This is an optimization exercise on Yosys and OpenROAD, whose aim is small area and a short achievable clock period, not a production implementation. RTL that was checked went through simulation tests only; none was proved equivalent to the original.

==> inputs of run M <==
Design mips_core, start of the top module:
module mips_core(
    inst_addr,
    inst,
    mem_addr,
    mem_data_out,
    mem_data_in,
    mem_write_en,
    halted,
    clk,
    rst_b
);
==> module alu, before the edit <==
module alu (
    data1,
    data2,
    data3,
    data4,
    shift_amount,
    alu_select,
    result,
    result2
);
    input [31:0] data1;
    input [31:0] data2;
    input [31:0] data3;
    input [31:0] data4;
    input [4:0] shift_amount;
    input [5:0] alu_select;
    output reg [31:0] result;
    output reg [31:0] result2;
    wire signed [31:0] signed_data1;
    wire signed [31:0] signed_data2;
    wire signed [31:0] signed_data3;
    wire signed [31:0] signed_data4;
    assign signed_data1 = data1;
    assign signed_data2 = data2;
    assign signed_data3 = data3;
    assign signed_data4 = data4;
    always @(*) begin
        result = 0;
        result2 = 0;
        case(alu_select)
            6'b000000 : result = data1 ^ data2;                        
            6'b000001 : result = data1 | data2;                        
            6'b000010 : result = ~(data1 | data2);                      
            6'b000011 : result = data1 & data2;                        
            6'b000100 : result = signed_data1 + signed_data2;          
            6'b000101 : result = signed_data1 - signed_data2;          
            6'b000110 : result = data2 + data1;                        
            6'b000111 : result = data1 - data2;                        
            6'b001000 : result = signed_data1 * signed_data2;          
            6'b001001 : begin                                        
                if (data2 == 32'b0)
                    result = 32'b0;
                else if (data1 == 32'h80000000 && data2 == 32'hffffffff)
                    result = 32'h80000000;
                else
                    result = signed_data1 / signed_data2;
            end
            6'b001010 : result = data2 << shift_amount;                
            6'b001011 : result = data2 << data1;                       
            6'b001100 : result = data2 >> shift_amount;                
            6'b001101 : result = data2 >> data1;                       
            6'b001110 : result = signed_data2 >>> shift_amount;                      
            6'b001111 : result = {31'b0, signed_data1 < signed_data2};                        
            6'b010000 : result = 1;                                    
            6'b010001 : result = 1;                                    
            6'b010010 : result = {31'b0, signed_data1 < signed_data2};                    
            6'b010011 : result = data2 << 16;                        
            6'b010100 : result = 32'b0;                                  
            6'b010101 : result = data1;                              
            default: ;
        endcase
    end
endmodule
Settings: LEC_CHECK=0, CAP_MARGIN=20, CORE_MARGIN=2, CORE_UTILIZATION=40, PLACE_DENSITY=0.6, SLEW_MARGIN=20; clock period 92.0 ns.
run.sh (not shown) runs the stock make flow with config.mk's settings and CLKGATE_MAP_FILE= SYNTH_SCRIPT=/design/flow/synth_recipe.tcl, a recipe that flattens the netlist after the stock synthesis.
==> inputs of run R, as changes to run M <==
--- a/flow/design.v
+++ b/flow/design.v
@@ -25,4 +25,6 @@
     assign signed_data3 = data3;
     assign signed_data4 = data4;
+    wire [31:0] quotient;
+    rdiv divider(.a(data1), .b(data2), .q(quotient));
     always @(*) begin
         result = 0;
@@ -38,12 +40,5 @@
             6'b000111 : result = data1 - data2;                        
             6'b001000 : result = signed_data1 * signed_data2;          
-            6'b001001 : begin                                        
-                if (data2 == 32'b0)
-                    result = 32'b0;
-                else if (data1 == 32'h80000000 && data2 == 32'hffffffff)
-                    result = 32'h80000000;
-                else
-                    result = signed_data1 / signed_data2;
-            end
+            6'b001001 : result = quotient;                          
             6'b001010 : result = data2 << shift_amount;                
             6'b001011 : result = data2 << data1;                       
@@ -62,4 +57,49 @@
     end
 endmodule
+module rdiv (
+    input  [31:0] a,
+    input  [31:0] b,
+    output [31:0] q
+);
+    wire an = a[31], bn = b[31];
+    wire [31:0] ua = an ? -a : a;
+    wire [31:0] ub = bn ? -b : b;
+    wire [33:0] D1 = {2'b0, ub};
+    wire [33:0] D2 = {1'b0, ub, 1'b0};
+    wire [33:0] D3 = D1 + D2;
+    wire [31:0] uq;
+    genvar j;
+    generate
+        for (j = 15; j >= 0; j = j - 1) begin : st
+            localparam integer WR = 32 - 2 * j;            
+            wire [WR-1:0] R4;
+            wire [WR-1:0] rn;                             
+            if (j == 15) begin : f
+                assign R4 = ua[31:30];
+            end else begin : n
+                assign R4 = {st[j+1].rn, ua[2*j+1:2*j]};
+            end
+            wire f1, f2, f3;
+            if (WR >= 34) begin : wide
+                assign f1 = 1'b1; assign f2 = 1'b1; assign f3 = 1'b1;
+            end else begin : narrow
+                assign f1 = (D1[33:WR] == 0);
+                assign f2 = (D2[33:WR] == 0);
+                assign f3 = (D3[33:WR] == 0);
+            end
+            wire [WR:0] d1 = {1'b0, R4} - {1'b0, D1[WR-1:0]};
+            wire [WR:0] d2 = {1'b0, R4} - {1'b0, D2[WR-1:0]};
+            wire [WR:0] d3 = {1'b0, R4} - {1'b0, D3[WR-1:0]};
+            wire c1 = f1 & ~d1[WR];
+            wire c2 = f2 & ~d2[WR];
+            wire c3 = f3 & ~d3[WR];
+            assign rn = c3 ? d3[WR-1:0] : c2 ? d2[WR-1:0] : c1 ? d1[WR-1:0] : R4;
+            assign uq[2*j+1] = c2;
+            assign uq[2*j] = c3 | (c1 & ~c2);
+        end
+    endgenerate
+    wire bz = (b == 32'b0);
+    assign q = bz ? 32'b0 : (an ^ bn) ? -uq : uq;
+endmodule
 module alu_ctrl (
     funct,
==> run_results.csv <==
group,metric,value,unit
cells_and_area,nonClkBufAreaFrac,0.0331,
drt,drt_iter0_markers,24188,
synth,yosysTopAreaCellShare,0.353,
global_route,use_met3,0.114,
timing,fmax,13.9,MHz
clocking,clkLatencyLatePin,0.97,ns
synth,synthAdderAreaFrac,0.125,
die,taps,6149,
critical_path,setup.worst_path.start,"mem2wb.write_register[1]",
die,chipHeight,684,um
status,status,"finished clean",
cells_and_area,multi_input_area,112000,um^2
The numbers above come from run R.

==> run_results.csv <==
group,metric,value,unit
drt,drt_iter0_markers,22522,
timing,fmax,11.5,MHz
status,status,"finished clean",
critical_path,setup.worst_path.start,"mem2wb.alu_result[1]",
die,chipHeight,660,um
cells_and_area,nonClkBufAreaFrac,0.0454,
cells_and_area,multi_input_area,101000,um^2
synth,synthAdderAreaFrac,0.109,
The numbers above come from run M.

Function not checked in run M: the RTL went through the layout flow alone.

## re-timing with driven ports
How much do the figures lean on ideal ports? The routed layouts below were timed once more, with nothing changed but the port constraints. Step 1 assumes that a clkbuf_16 drives the clock port and a buf_2 every other input. Step 2 also shifts input and output timing later by t, the mid clock arrival at the registers, as if the neighbouring blocks saw the same clock. a / b / c = ideal / step 1 / step 2; a / b = the first two.
| run | t (ns) | slack for setup (ns) | worst hold slack (ns) | clock arrival spread, ns |
|---|---|---|---|---|
| run M | 1.051 | 5.257 / 5.257 / 5.257 | 0.323 / 0.323 / 0.323 | 0.086 / 0.087 |
| run R | 1.061 | 20.173 / 20.173 / 20.173 | 0.332 / 0.332 / 0.332 | 0.102 / 0.102 |
After both steps setup and hold are still met in every run listed.
